This design comes from an exercise in tuning for small area and a short achievable clock period on the open sky130 flow, not from production work.
The RTL was checked by simulation tests, not by an equivalence proof against the original design.
The flow treats the clock pin as an ideal source, which a real chip does not have.
No activity file was given, so power comes from the tool's default toggle rates.

Setup of P:
==> flow/design.v (excerpt) <==
module mult_core_fast (
    input                iclk        ,
    input                irst        ,
    input        [71:0]  idata       ,
    input        [71:0]  idata_kernel,
    input                icalc_en    ,
    output logic [7:0]   odata       ,
    output logic         odata_valid
);
export LEC_CHECK = 0
export CAP_MARGIN = 20
export CORE_MARGIN = 2
export CORE_UTILIZATION = 65
export SLEW_MARGIN = 20
export SYNTH_HIERARCHICAL = 1
create_clock -name core_clock -period 8.5 [get_ports {iclk}]
standard.sh (not shown) runs the stock make flow with config.mk's settings and CLKGATE_MAP_FILE= SYNTH_SCRIPT=/design/flow/synth_recipe.tcl, a recipe that flattens the netlist after the stock synthesis.
==> flow/flow/run.sh <==
#!/bin/bash
# Standard layout, except that the port buffers are plain buf_1 cells instead of
# the default delay buffers. Each tool's output goes to its own log in this folder.
set -euo pipefail
export BUFFER_PORTS_ARGS="-buffer_cell sky130_fd_sc_hd__buf_1"
bash standard.sh > orfs_make.log 2>&1
[inputs] Q vs P
diff --git a/flow/config.mk b/flow/config.mk
--- a/flow/config.mk
+++ b/flow/config.mk
@@ -9,4 +9,7 @@
 export CORE_MARGIN = 2
 export CORE_UTILIZATION = 65
+export CTS_CLUSTER_DIAMETER = 100
+export CTS_CLUSTER_SIZE = 40
+export SETUP_SLACK_MARGIN = 4.6
 export SLEW_MARGIN = 20
 export SYNTH_HIERARCHICAL = 1
Notes after the runs:
The flow did not stop early for Q: all stages ran, and the layout cleared the timing, design-rule and antenna checks.
Diff P -> Q | clock network contribution to total cell area | decrease of 3.0 points
Re highest achievable clock rate: Q and P aren't equal, and the higher value belongs to Q.
Delta (Q minus P): number of DRC violations after detailed-routing iteration 0 went up, total of clock buffers placed in the layout went down, design area went up, register cell area after layout went up, count of plain and timing-repair buffers went up.
As far as number of top-level design ports goes, P and Q are indistinguishable; the numbers are identical.
#### Input delta (R over Q)
diff --git a/flow/config.mk b/flow/config.mk
--- a/flow/config.mk
+++ b/flow/config.mk
@@ -10,5 +10,5 @@
 export CORE_UTILIZATION = 65
 export CTS_CLUSTER_DIAMETER = 100
-export CTS_CLUSTER_SIZE = 40
+export CTS_CLUSTER_SIZE = 30
 export SETUP_SLACK_MARGIN = 4.6
 export SLEW_MARGIN = 20
Findings:
- Looking at the reports, R completed the entire flow and the layout it produced met the timing, design-rule and antenna checks.
- Going from Q to R, setup slack went up 0.0074 ns; routed via count divided by cell count decreased by 0.36% relative to the old numbers; final antenna-violating net count has remained practically unchanged; worst relative slew slack stayed essentially flat.
- Comparing Q and R, the lower detailed-routed wire length on met3 was measured on R.
- Number of buffers and inverters on the critical path delta (Q -> R): insignificant
- Of R and Q, it is R that has the higher count of clock-buffer cells in the layout.
- Compared with Q, the detailed router inserted fewer vias in R.
- The final reports for R and Q show portion of total power attributed to combinational logic lower in the former.
- In the final reports, the cell area of R is smaller than that of Q.
- Status: fraction of the cycle the final worst path needs parity (R, Q)

* * *

Setup of the reference run:
Another version of the RTL of mult_core_fast (not shown whole).
Size: roughly 2,500 cells after synthesis, about 370 flip-flops, roughly 160 I/O pins, about 26,000 um^2 of cells after synthesis.
export LEC_CHECK = 0
export CAP_MARGIN = 20
export CORE_MARGIN = 2
export CORE_UTILIZATION = 65
export CTS_CLUSTER_DIAMETER = 100
export CTS_CLUSTER_SIZE = 30
export SLEW_MARGIN = 20
export SYNTH_HIERARCHICAL = 1
create_clock -name core_clock -period 8.5 [get_ports {iclk}]
==> flow/flow/run.sh <==
#!/bin/bash
set -euo pipefail
export BUFFER_PORTS_ARGS="-buffer_cell sky130_fd_sc_hd__buf_1"
bash standard.sh cts > orfs_to_cts.log 2>&1
R=orfs/results/sky130hd/mult_core_fast/base
export SKEW_IN=$R/4_1_cts.odb
export SKEW_OUT=$R/4_1_cts.odb
export SKEW_CLASSES="rp_* sky130_fd_sc_hd__clkdlybuf4s50_1 sky130_fd_sc_hd__clkdlybuf4s50_1 sky130_fd_sc_hd__clkbuf_1 sky130_fd_sc_hd__clkbuf_1 ; rt3_* sky130_fd_sc_hd__clkdlybuf4s50_1 ; rs_* sky130_fd_sc_hd__clkbuf_1"
openroad -no_splash -exit flow/skew.tcl > skew.log 2>&1
cp $R/4_1_cts.odb $R/4_cts.odb
HOLD_SLACK_MARGIN=0.2 SETUP_SLACK_MARGIN=5.8 bash standard.sh > orfs_finish.log 2>&1
Other scripts of this flow, unchanged in this note and not shown: flow/flow/skew.tcl
Relative to the reference run, the following input files were edited for the trial run:
- CORE_UTILIZATION: 65 -> 75
==> flow/flow/run.sh <==
#!/bin/bash
set -euo pipefail
export BUFFER_PORTS_ARGS="-buffer_cell sky130_fd_sc_hd__buf_1"
bash standard.sh cts > orfs_to_cts.log 2>&1
R=orfs/results/sky130hd/mult_core_fast/base
export SKEW_IN=$R/4_1_cts.odb
export SKEW_OUT=$R/4_1_cts.odb
export SKEW_CLASSES="rp_* sky130_fd_sc_hd__clkdlybuf4s50_1 sky130_fd_sc_hd__clkdlybuf4s50_1 sky130_fd_sc_hd__clkbuf_1 ; rt3_* sky130_fd_sc_hd__clkdlybuf4s50_1 ; rs_* sky130_fd_sc_hd__clkbuf_1"
openroad -no_splash -exit flow/skew.tcl > skew.log 2>&1
cp $R/4_1_cts.odb $R/4_cts.odb
HOLD_SLACK_MARGIN=0.1 SETUP_SLACK_MARGIN=5.65 bash standard.sh > orfs_finish.log 2>&1
--- outcome ---
The trial run finished all stages; the layout is clean.
Comparing the reference run and the trial run, the lower data required time at the worst endpoint is on the reference run.
For ratio of routed vias to standard cells, dividing the value from the trial run by the value from the reference run gives 1.07.
Per the comparison of the trial run with the reference run, worst setup slack after layout went down; number of signal-net buffers in the layout went down; critical path's largest stage delay went up; sum of internal, switching and leakage power went down.
The trial run against the reference run: detailed-placement wirelength estimate shows no meaningful change; number of global-route vias before repair increased by 4.8% relative to the old numbers.

* * *

Setup of wip/amber:
mult_core_fast again, from the RTL that the note above started with.
Settings: LEC_CHECK=0, CAP_MARGIN=20, CORE_MARGIN=2, CORE_UTILIZATION=65, CTS_CLUSTER_DIAMETER=100, CTS_CLUSTER_SIZE=30, SLEW_MARGIN=20, SYNTH_HIERARCHICAL=1; clock period 8.5 ns.
==> flow/flow/run.sh <==
#!/bin/bash
set -euo pipefail
export BUFFER_PORTS_ARGS="-buffer_cell sky130_fd_sc_hd__buf_1"
bash standard.sh cts > orfs_to_cts.log 2>&1
R=orfs/results/sky130hd/mult_core_fast/base
export SKEW_IN=$R/4_1_cts.odb
export SKEW_OUT=$R/4_1_cts.odb
export SKEW_CLASSES="rp_* sky130_fd_sc_hd__clkdlybuf4s50_1 sky130_fd_sc_hd__clkdlybuf4s50_1 sky130_fd_sc_hd__clkbuf_1 ; rt3_* sky130_fd_sc_hd__clkdlybuf4s50_1 ; rs_* sky130_fd_sc_hd__clkbuf_1"
openroad -no_splash -exit flow/skew.tcl > skew.log 2>&1
cp $R/4_1_cts.odb $R/4_cts.odb
HOLD_SLACK_MARGIN=0.05 SETUP_SLACK_MARGIN=5.65 bash standard.sh > orfs_finish.log 2>&1
Other scripts of this flow, unchanged in this note and not shown: flow/flow/skew.tcl
wip/amber completed end to end; final checks failed (negative hold slack).
Input changes introduced in wip/willow (baseline for comparison: wip/amber):
==> flow/flow/run.sh <==
#!/bin/bash
set -euo pipefail
export BUFFER_PORTS_ARGS="-buffer_cell sky130_fd_sc_hd__buf_1"
bash standard.sh cts > orfs_to_cts.log 2>&1
R=orfs/results/sky130hd/mult_core_fast/base
export SKEW_IN=$R/4_1_cts.odb
export SKEW_OUT=$R/4_1_cts.odb
export SKEW_CLASSES="rp_* sky130_fd_sc_hd__clkdlybuf4s50_1 sky130_fd_sc_hd__clkdlybuf4s50_1 sky130_fd_sc_hd__clkbuf_1 sky130_fd_sc_hd__clkbuf_1 ; rt3_* sky130_fd_sc_hd__clkdlybuf4s50_1 ; rs_* sky130_fd_sc_hd__clkbuf_1"
openroad -no_splash -exit flow/skew.tcl > skew.log 2>&1
cp $R/4_1_cts.odb $R/4_cts.odb
HOLD_SLACK_MARGIN=0.2 SETUP_SLACK_MARGIN=5.65 bash standard.sh > orfs_finish.log 2>&1
### Flow results
- wip/willow finished all stages; the layout is clean.
- Compare wip/amber and wip/willow | final standard cell area without fillers lower: wip/amber
- Comparing post-layout utilization of the core for wip/amber and wip/willow, the smaller number came from wip/amber.
- Looking at power density over the cells, wip/willow sits 6.1 nW/um2 above wip/amber.
- Against wip/amber, wip/willow reports a worst setup slack that is lower.
Here is what was changed in the inputs of wip/xenon compared with wip/willow.
# wip/willow
export LEC_CHECK = 0
export CAP_MARGIN = 20
export CORE_MARGIN = 2
export CORE_UTILIZATION = 65
export CTS_CLUSTER_DIAMETER = 100
export CTS_CLUSTER_SIZE = 30
export SLEW_MARGIN = 20
export SYNTH_HIERARCHICAL = 1
create_clock -name core_clock -period 8.5 [get_ports {iclk}]
# wip/xenon
export LEC_CHECK = 0
export CAP_MARGIN = 20
export CORE_MARGIN = 2
export CORE_UTILIZATION = 70
export CTS_CLUSTER_DIAMETER = 100
export CTS_CLUSTER_SIZE = 30
export SLEW_MARGIN = 20
export SYNTH_HIERARCHICAL = 1
create_clock -name core_clock -period 8.5 [get_ports {iclk}]
==> flow/flow/run.sh <==
#!/bin/bash
set -euo pipefail
export BUFFER_PORTS_ARGS="-buffer_cell sky130_fd_sc_hd__buf_1"
bash standard.sh cts > orfs_to_cts.log 2>&1
R=orfs/results/sky130hd/mult_core_fast/base
export SKEW_IN=$R/4_1_cts.odb
export SKEW_OUT=$R/4_1_cts.odb
export SKEW_CLASSES="rp_* sky130_fd_sc_hd__clkdlybuf4s50_1 sky130_fd_sc_hd__clkdlybuf4s50_1 sky130_fd_sc_hd__clkbuf_1 ; rt3_* sky130_fd_sc_hd__clkdlybuf4s50_1 ; rs_* sky130_fd_sc_hd__clkbuf_1"
openroad -no_splash -exit flow/skew.tcl > skew.log 2>&1
cp $R/4_1_cts.odb $R/4_cts.odb
HOLD_SLACK_MARGIN=0.1 SETUP_SLACK_MARGIN=5.65 bash standard.sh > orfs_finish.log 2>&1
### Flow results
- Lower maximum frequency goes to wip/willow over wip/xenon.
- | wire length | wip/xenon vs wip/willow | better |
- Of wip/willow and wip/xenon, the lower design area belongs to wip/xenon.
- Comparing clock network fraction of total power for wip/willow and wip/xenon, the bigger number came from wip/xenon.
- Measured against each other, wip/willow and wip/xenon differ in worst path arrival time, the higher figure coming from wip/willow.
- Of wip/willow and wip/xenon, the run reporting the higher area taken by flip-flops and latches was wip/xenon.
- Wire length of the first global-routing pass: wip/xenon vs wip/willow up about 0.4%
Relative to wip/xenon, the following input files were edited for wip/yarrow:
# wip/xenon
export LEC_CHECK = 0
export CAP_MARGIN = 20
export CORE_MARGIN = 2
export CORE_UTILIZATION = 70
export CTS_CLUSTER_DIAMETER = 100
export CTS_CLUSTER_SIZE = 30
export SLEW_MARGIN = 20
export SYNTH_HIERARCHICAL = 1
create_clock -name core_clock -period 8.5 [get_ports {iclk}]
# wip/yarrow
export LEC_CHECK = 0
export CAP_MARGIN = 20
export CORE_MARGIN = 2
export CORE_UTILIZATION = 72
export CTS_CLUSTER_DIAMETER = 100
export CTS_CLUSTER_SIZE = 25
export SLEW_MARGIN = 20
export SYNTH_HIERARCHICAL = 1
create_clock -name core_clock -period 8.5 [get_ports {iclk}]
==> comparison <==
Comparing wip/yarrow and wip/xenon, proportion of power drawn by flip-flops and latches is higher on wip/xenon. [diff] via count, wip/yarrow relative to wip/xenon: regression. wip/yarrow vs wip/xenon — power share of the combinational group dropped 0.7 points. wip/yarrow vs. wip/xenon: register-to-register slack went down by 0.06 ns. Count of plain and timing-repair buffers in the layout in wip/yarrow vs wip/xenon: up about 3.7%.
Changes in wip/tundra relative to wip/yarrow:
# wip/yarrow
export LEC_CHECK = 0
export CAP_MARGIN = 20
export CORE_MARGIN = 2
export CORE_UTILIZATION = 72
export CTS_CLUSTER_DIAMETER = 100
export CTS_CLUSTER_SIZE = 25
export SLEW_MARGIN = 20
export SYNTH_HIERARCHICAL = 1
create_clock -name core_clock -period 8.5 [get_ports {iclk}]
# wip/tundra
export LEC_CHECK = 0
export CAP_MARGIN = 20
export CORE_MARGIN = 2
export CORE_UTILIZATION = 80
export CTS_CLUSTER_DIAMETER = 100
export CTS_CLUSTER_SIZE = 30
export SLEW_MARGIN = 20
export SYNTH_HIERARCHICAL = 1
create_clock -name core_clock -period 8.5 [get_ports {iclk}]
==> comparison <==
Of wip/yarrow and wip/tundra, the run reporting the lower insertion delay to the later sink of the worst-skew pair was wip/yarrow. Diff wip/yarrow -> wip/tundra: total power consumption of the routed design now sits higher; number of flip-flops and latches neither gained nor lost much; non-clock buffer instance count of the final layout grew by 9; die span in y lost about 5%. Going from wip/yarrow to wip/tundra, the routed wire length was found to have gone up by about 22%. Summary across wip/yarrow and wip/tundra: the single failing run is wip/tundra. wip/tundra -> stages 100% | layout checks FAIL | negative hold slack. wip/yarrow reports its end of the critical path as rp_2523 while wip/tundra reports rpl_2475. Summary of wip/tundra over wip/yarrow: area added between synthesis and finish flat; clock group share of total power shrank by 1.7 points; sequential share of cell area held; final worst-path setup slack fell by 0.68 ns.

* * *

Starting RTL as in the previous note.
Settings: LEC_CHECK=0, CAP_MARGIN=20, CORE_MARGIN=2, CORE_UTILIZATION=65, CTS_CLUSTER_DIAMETER=100, CTS_CLUSTER_SIZE=30, SLEW_MARGIN=20, SYNTH_HIERARCHICAL=1; clock period 8.5 ns.
==> flow/flow/run.sh <==
#!/bin/bash
set -euo pipefail
export BUFFER_PORTS_ARGS="-buffer_cell sky130_fd_sc_hd__buf_1"
bash standard.sh cts > orfs_to_cts.log 2>&1
R=orfs/results/sky130hd/mult_core_fast/base
export SKEW_IN=$R/4_1_cts.odb
export SKEW_OUT=$R/4_1_cts.odb
export SKEW_CLASSES="rp_* sky130_fd_sc_hd__clkdlybuf4s50_1 sky130_fd_sc_hd__clkdlybuf4s50_1 sky130_fd_sc_hd__clkbuf_1 ; rt3_* sky130_fd_sc_hd__clkdlybuf4s50_1 ; rs_* sky130_fd_sc_hd__clkbuf_1"
openroad -no_splash -exit flow/skew.tcl > skew.log 2>&1
cp $R/4_1_cts.odb $R/4_cts.odb
HOLD_SLACK_MARGIN=0.1 SETUP_SLACK_MARGIN=5.65 bash standard.sh > orfs_finish.log 2>&1
Other scripts of this flow, unchanged in this note and not shown: flow/flow/skew.tcl
Edit:
==> flow/flow/run.sh (replaced) <==
#!/bin/bash
set -euo pipefail
export BUFFER_PORTS_ARGS="-buffer_cell sky130_fd_sc_hd__buf_1"
bash standard.sh cts > orfs_to_cts.log 2>&1
R=orfs/results/sky130hd/mult_core_fast/base
export SKEW_IN=$R/4_1_cts.odb
export SKEW_OUT=$R/4_1_cts.odb
export SKEW_CLASSES="rp_* sky130_fd_sc_hd__clkdlybuf4s50_1 sky130_fd_sc_hd__clkdlybuf4s50_1 sky130_fd_sc_hd__clkbuf_1 sky130_fd_sc_hd__clkbuf_1 ; rt3_* sky130_fd_sc_hd__clkdlybuf4s50_1 ; rs_* sky130_fd_sc_hd__clkbuf_1"
openroad -no_splash -exit flow/skew.tcl > skew.log 2>&1
cp $R/4_1_cts.odb $R/4_cts.odb
HOLD_SLACK_MARGIN=0.1 SETUP_SLACK_MARGIN=5.8 bash standard.sh > orfs_finish.log 2>&1
Result: With this change the flow reached the layout checks and failed them: negative hold slack. Power rose by 5.0%. Setup slack gains 0.037 ns. Final area rose by 3.8%. Cell count rose by 2.9%. Die area is unchanged. Non-clock buffer count rose by 94. Critical path depth rose by 4.

## what the ideal ports hide
How much do the figures lean on ideal ports? The routed layouts below were timed once more, with nothing changed but the port constraints.
Step 1 (the two cells are an assumption about what drives the block):
set clk [get_ports {iclk}]
set_driving_cell -lib_cell sky130_fd_sc_hd__clkbuf_16 $clk
set_driving_cell -lib_cell sky130_fd_sc_hd__buf_2 [delete_from_list [all_inputs] $clk]
Step 2, shift: input delay + t, output delay - t, t = (earliest + latest rising clock arrival at the registers) / 2. This alone moves slack from input paths to output paths.
Slacks: ideal ports / drivers / drivers and shift; pairs: ideal ports / drivers.
| run | t, ns | slack for setup (ns) | worst hold slack (ns) | worst setup path at the end | latest minus earliest clock arrival (ns) | slew at the worst register clock pin (ns) |
|---|---|---|---|---|---|---|
| P | 0.591 | 4.392 / 4.392 / 4.392 | 0.441 / 0.441 / 0.441 | register to register | 0.020 / 0.020 | 0.07 / 0.07 |
| Q | 0.572 | 4.685 / 4.685 / 4.685 | 0.452 / 0.452 / 0.452 | register to register | 0.021 / 0.020 | 0.12 / 0.12 |
| R | 0.570 | 4.693 / 4.693 / 4.693 | 0.451 / 0.451 / 0.451 | register to register | 0.019 / 0.019 | 0.12 / 0.12 |
| the reference run | 1.259 | 5.787 / 5.728 / 5.742 | 0.068 / 0.068 / 0.068 | input to register | 1.422 / 1.421 | 0.11 / 0.11 |
| the trial run | 1.215 | 5.669 / 5.669 / 5.669 | 0.005 / 0.005 / 0.005 | register to register | 1.321 / 1.320 | 0.11 / 0.11 |
| wip/amber | 1.192 | 5.715 / 5.656 / 5.723 | -0.013 / -0.013 / -0.013 | register to register | 1.294 / 1.294 | 0.11 / 0.11 |
| wip/willow | 1.255 | 5.710 / 5.651 / 5.720 | 0.115 / 0.115 / 0.115 | register to register | 1.414 / 1.414 | 0.11 / 0.11 |
| wip/xenon | 1.210 | 5.743 / 5.687 / 5.774 | 0.036 / 0.036 / 0.036 | register to register | 1.341 / 1.341 | 0.11 / 0.11 |
| wip/yarrow | 1.197 | 5.713 / 5.692 / 5.713 | 0.049 / 0.049 / 0.049 | register to register | 1.313 / 1.312 | 0.10 / 0.10 |
| wip/tundra | 1.232 | 5.033 / 5.033 / 5.033 | -0.063 / -0.063 / -0.063 | register to register | 1.385 / 1.385 | 0.10 / 0.10 |
| the first run of note 4 | 1.188 | 5.710 / 5.651 / 5.710 | 0.036 / 0.036 / 0.036 | register to register | 1.285 / 1.285 | 0.11 / 0.11 |
| the second run of note 4 | 1.276 | 5.748 / 5.731 / 5.727 | -0.051 / -0.051 / -0.051 | input to register | 1.457 / 1.457 | 0.11 / 0.11 |
In 9 of these runs the clock reaches the registers at very different times; t lies between them, and the last value is a rough guide only. For the reference run, which loses most, drivers alone change the setup slack by -0.059 ns; drivers and shift together by -0.045 ns.
